Context: an optimization exercise on an open-source flow, tuned for small area. The choices shown serve that exercise and are no tape-out recipe. The RTL was checked by simulation tests, not by an equivalence proof against the original design. No driver is modelled on the clock port, so clocking that relies on it looks cheaper here than on a real chip.

Design clmul_top, start of the top module:
module clmul_top (
    input  wire         clk,
    input  wire [63:0]  a,
    input  wire [63:0]  b,
    output wire [127:0] p
);
Size in the first run: roughly 3900 cells after synthesis, about 260 I/O pins, ~31000 µm² of cells after synthesis.
clock: 5.0 ns
lec_check: 0
cap_margin: 20
core_margin: 2
core_utilization: 60
cts_buf_list: sky130_fd_sc_hd__clkbuf_4
cts_cluster_diameter: 70
cts_cluster_size: 10
gpl_timing_driven: 0
place_density: 0.8
setup_slack_margin: 0.3
slew_margin: 20
standard.sh (not shown) runs the stock make flow with config.mk's settings and CLKGATE_MAP_FILE= SYNTH_SCRIPT=/design/flow/synth_recipe.tcl, a recipe that flattens the netlist after the stock synthesis.
==> flow/flow/run.sh <==
#!/bin/bash
set -euo pipefail
W=$PWD
R=$W/orfs/results/$FLOW_PLATFORM/clmul_top/base
{ cat flow/synth_pre.tcl; sed '1s/-noshare /-noshare -noabc /' synth_recipe.tcl; } > my_synth.tcl
grep -q -- '-noshare -noabc' my_synth.tcl
sed "s#SYNTH_SCRIPT=[^ ]*#SYNTH_SCRIPT=$W/my_synth.tcl#" standard.sh > my_standard.sh
grep -q "SYNTH_SCRIPT=$W/my_synth.tcl" my_standard.sh
export FLOW_GATES_MAP=$W/flow/gates_map.v
bash my_standard.sh "$R/1_2_yosys.v" > synth.log 2>&1
python3 flow/absorb_inv.py "$R/1_2_yosys.v" "$W/absorbed.v" > absorb.log 2>&1
python3 flow/skew_clk.py "$W/absorbed.v" "$W/skewed.v" sky130_fd_sc_hd__clkbuf_2 > skew.log 2>&1
cp "$W/skewed.v" "$R/1_2_yosys.v"
export BUFFER_PORTS_ARGS="-buffer_cell sky130_fd_sc_hd__buf_1"
export CTS_ARGS="-sink_clustering_enable -repair_clock_nets -sink_clustering_size 8 -sink_clustering_max_diameter 70 -buf_list sky130_fd_sc_hd__clkbuf_8 -root_buf sky130_fd_sc_hd__clkbuf_16 -no_insertion_delay -dont_use_dummy_load"
bash my_standard.sh > layout.log 2>&1
==> flow/flow/skew_clk.py <==
#!/usr/bin/env python3
"""Clock the product registers (p_q) through one delay cell, so their clock
arrives a little after the operand registers' (a_q, b_q): useful skew for the
register-to-register paths through the multiplier. The paths from the inputs
and to the outputs are not helped by it (the output paths lose the skew).
Usage: skew_clk.py IN.v OUT.v CELL"""
import re, sys
src = open(sys.argv[1]).read()
cell = sys.argv[3]
pat = re.compile(r'(sky130_fd_sc_hd__dfxtp_\d+ \\p_q\[\d+\]\$_DFF_P_ \(\s*\.CLK\()clk(\))')
src, n = pat.subn(r'\1clk_skew\2', src)
assert n > 0
src, m = re.subn(r'^(\s*wire clk;\n)', r'\1  wire clk_skew;\n', src, count=1, flags=re.M)
assert m == 1
inst = '  %s clk_skew_dly (\n    .A(clk),\n    .X(clk_skew)\n  );\nendmodule' % cell
i = src.rindex('endmodule')
src = src[:i] + inst + src[i + len('endmodule'):]
open(sys.argv[2], 'w').write(src)
print('moved %d registers to the skewed clock through %s' % (n, cell))
Other scripts of this flow, unchanged in this note and not shown: flow/flow/absorb_inv.py, flow/flow/gates_map.v, flow/flow/synth_pre.tcl
==> next run, changes <==
- CORE_UTILIZATION: 60 -> 66
- PLACE_DENSITY: 0.8 -> 0.86
Non-clock buffer count decreases by 1.
Routed wire length decreases by 3.7%.
Fmax decreases by 3.1%.
Worst setup slack gets worse by 0.14 ns.
Core utilization increases by 6.4 points.
Hold slack gets better by 0.043 ns.
Clock-buffer cell count stays the same.
==> next run, changes <==
==> flow/flow/run.sh (replaced) <==
#!/bin/bash
# Own flow: the standard synthesis script, except that the gates are mapped
# one to one onto sky130 cells (no ABC restructuring), inverters folded into
# XOR/XNOR gates, every gate at drive strength 1; then the standard layout
# with the ports buffered by buf_1 cells. Each tool's output goes to its own
# log here.
set -euo pipefail
W=$PWD
R=$W/orfs/results/$FLOW_PLATFORM/clmul_top/base
{ cat flow/synth_pre.tcl; sed '1s/-noshare /-noshare -noabc /' synth_recipe.tcl; } > my_synth.tcl
grep -q -- '-noshare -noabc' my_synth.tcl
sed "s#SYNTH_SCRIPT=[^ ]*#SYNTH_SCRIPT=$W/my_synth.tcl#" standard.sh > my_standard.sh
grep -q "SYNTH_SCRIPT=$W/my_synth.tcl" my_standard.sh
export FLOW_GATES_MAP=$W/flow/gates_map.v
bash my_standard.sh "$R/1_2_yosys.v" > synth.log 2>&1
python3 flow/absorb_inv.py "$R/1_2_yosys.v" "$W/absorbed.v" > absorb.log 2>&1
cp "$W/absorbed.v" "$R/1_2_yosys.v"
export BUFFER_PORTS_ARGS="-buffer_cell sky130_fd_sc_hd__buf_1"
bash my_standard.sh > layout.log 2>&1
- CORE_UTILIZATION: 66 -> 60
- PLACE_DENSITY: 0.86 -> 0.8
removed: flow/flow/skew_clk.py
=>
- The new run ran to the end with no violations
- synthesized area is about the same
- final area goes up by 1.5%
- setup slack degrades by 0.15 ns
- sequential share of layout area fell by 0.23 points
- worst hold slack is better by 0.038 ns
- wire length grows by 2.6%
- cell count climbs by 1.5%
- clock-buffer cell count goes down by 3
- die area rises by 9.8%
- via count shrinks by 0.67%
==> next run, changes <==
==> flow/flow/run.sh (replaced) <==
#!/bin/bash
set -euo pipefail
W=$PWD
R=$W/orfs/results/$FLOW_PLATFORM/clmul_top/base
{ cat flow/synth_pre.tcl; sed '1s/-noshare /-noshare -noabc /' synth_recipe.tcl; } > my_synth.tcl
grep -q -- '-noshare -noabc' my_synth.tcl
sed "s#SYNTH_SCRIPT=[^ ]*#SYNTH_SCRIPT=$W/my_synth.tcl#" standard.sh > my_standard.sh
grep -q "SYNTH_SCRIPT=$W/my_synth.tcl" my_standard.sh
export FLOW_GATES_MAP=$W/flow/gates_map.v
bash my_standard.sh "$R/1_2_yosys.v" > synth.log 2>&1
python3 flow/absorb_inv.py "$R/1_2_yosys.v" "$W/absorbed.v" > absorb.log 2>&1
python3 flow/skew_clk.py "$W/absorbed.v" "$W/skewed.v" sky130_fd_sc_hd__clkbuf_2 > skew.log 2>&1
cp "$W/skewed.v" "$R/1_2_yosys.v"
export BUFFER_PORTS_ARGS="-buffer_cell sky130_fd_sc_hd__buf_1"
export CTS_ARGS="-sink_clustering_enable -repair_clock_nets -sink_clustering_size 8 -sink_clustering_max_diameter 70 -buf_list sky130_fd_sc_hd__clkbuf_8 -root_buf sky130_fd_sc_hd__clkbuf_16 -no_insertion_delay -dont_use_dummy_load"
bash my_standard.sh > layout.log 2>&1
==> flow/flow/skew_clk.py (new file) <==
#!/usr/bin/env python3
"""Clock the product registers (p_q) through one delay cell, so their clock
arrives a little after the operand registers' (a_q, b_q): useful skew for the
register-to-register paths through the multiplier. The paths from the inputs
and to the outputs are not helped by it (the output paths lose the skew).
Usage: skew_clk.py IN.v OUT.v CELL"""
import re, sys
src = open(sys.argv[1]).read()
cell = sys.argv[3]
pat = re.compile(r'(sky130_fd_sc_hd__dfxtp_\d+ \\p_q\[\d+\]\$_DFF_P_ \(\s*\.CLK\()clk(\))')
src, n = pat.subn(r'\1clk_skew\2', src)
assert n > 0
src, m = re.subn(r'^(\s*wire clk;\n)', r'\1  wire clk_skew;\n', src, count=1, flags=re.M)
assert m == 1
inst = '  %s clk_skew_dly (\n    .A(clk),\n    .X(clk_skew)\n  );\nendmodule' % cell
i = src.rindex('endmodule')
src = src[:i] + inst + src[i + len('endmodule'):]
open(sys.argv[2], 'w').write(src)
print('moved %d registers to the skewed clock through %s' % (n, cell))
Utilization shrinks by 0.77 points.
Critical path depth does not change.
Sequential share of layout area goes up by 0.18 points.
Wire length is higher by 1.3%.
Setup slack gets better by 0.29 ns.
Final area shrinks by about 1.2%.
Global-route usage climbs by 0.99 points.
Synthesized area stays flat.
Clock-buffer cell count rose by 3.
Die area barely changes.
Via count is about the same.
==> next run, changes <==
--- a/flow/flow/run.sh
+++ b/flow/flow/run.sh
@@ -13,2 +13,4 @@
 cp "$W/skewed.v" "$R/1_2_yosys.v"
+# All p[*] pins on the bottom edge (flow/pins.tcl).
+export PRE_IO_PLACEMENT_TCL=$W/flow/pins.tcl
 export BUFFER_PORTS_ARGS="-buffer_cell sky130_fd_sc_hd__buf_1"
==> flow/flow/pins.tcl (new file) <==
set names {}
for {set i 0} {$i < 128} {incr i} { lappend names "p\[$i\]" }
set_io_pin_constraint -region bottom:* -pin_names $names
Result: Worst setup slack is worse by 0.39 ns. Final cell count stays the same. Sequential share of layout area shrinks by 0.15 points.
==> next run, changes <==
--- a/flow/flow/run.sh
+++ b/flow/flow/run.sh
@@ -13,6 +13,5 @@
 cp "$W/skewed.v" "$R/1_2_yosys.v"
-# All p[*] pins on the bottom edge (flow/pins.tcl).
-export PRE_IO_PLACEMENT_TCL=$W/flow/pins.tcl
 export BUFFER_PORTS_ARGS="-buffer_cell sky130_fd_sc_hd__buf_1"
-export CTS_ARGS="-sink_clustering_enable -repair_clock_nets -sink_clustering_size 8 -sink_clustering_max_diameter 70 -buf_list sky130_fd_sc_hd__clkbuf_8 -root_buf sky130_fd_sc_hd__clkbuf_16 -no_insertion_delay -dont_use_dummy_load"
+export CTS_ARGS="-sink_clustering_enable -repair_clock_nets -sink_clustering_size 8 -sink_clustering_max_diameter 70 -buf_list sky130_fd_sc_hd__clkbuf_4 -root_buf sky130_fd_sc_hd__clkbuf_16 -no_insertion_delay -dont_use_dummy_load"
+export POST_CTS_TCL=$W/flow/clk_slew.tcl
 bash my_standard.sh > layout.log 2>&1
==> flow/flow/clk_slew.tcl (new file) <==
set_propagated_clock [all_clocks]
estimate_parasitics -placement
set n 0
foreach inst [get_cells *] {
  if {[get_property $inst ref_name] ne "sky130_fd_sc_hd__clkbuf_4"} { continue }
  set pin [get_pins -of_objects $inst -filter "direction == output"]
  set s [get_property $pin slew_max]
  if {$s > 0.085} {
    replace_cell $inst [get_lib_cells sky130_fd_sc_hd__clkbuf_8]
    incr n
  }
}
puts "clk_slew.tcl: upsized $n clock buffers to clkbuf_8"
detailed_placement
check_placement -verbose
removed: flow/flow/pins.tcl
Result: Setup slack improves by 0.43 ns. Cell area falls by 1.2%. Clock-buffer cell count is unchanged. First-iteration DRC count falls by 6.2%. Fmax rises by 9.8%. Area after synthesis does not change. Routed wire length falls by 5.8%.

-- separate check: timing with driven ports --
How much do the figures lean on ideal ports? The routed layouts below were timed once more, with nothing changed but the port constraints. Step 1 (the two cells are an assumption about what drives the block):
set clk [get_ports {clk}]
set_driving_cell -lib_cell sky130_fd_sc_hd__clkbuf_16 $clk
set_driving_cell -lib_cell sky130_fd_sc_hd__buf_2 [delete_from_list [all_inputs] $clk]
Step 2, shift: input delay + t, output delay - t, t = (earliest + latest rising clock arrival at the registers) / 2. This alone moves slack from input paths to output paths. Slacks: ideal ports / drivers / drivers and shift; pairs: ideal ports / drivers.
run	t (ns)	slack for setup (ns)	clock arrival spread, ns	pins driven straight from the clock port
the first run	0.801	0.555 / 0.555 / 0.555	0.783 / 0.782	1
the second run	0.783	0.414 / 0.414 / 0.414	0.773 / 0.773	1
the third run	0.864	0.266 / 0.266 / 0.266	0.078 / 0.078	1
the fourth run	0.801	0.555 / 0.555 / 0.555	0.783 / 0.782	1
the fifth run	0.702	0.164 / 0.164 / 0.164	0.577 / 0.577	1
the sixth run	0.803	0.596 / 0.596 / 0.596	0.794 / 0.794	1
In 5 of these runs the clock reaches the registers at very different times; t lies between them, and the last value is a rough guide only.
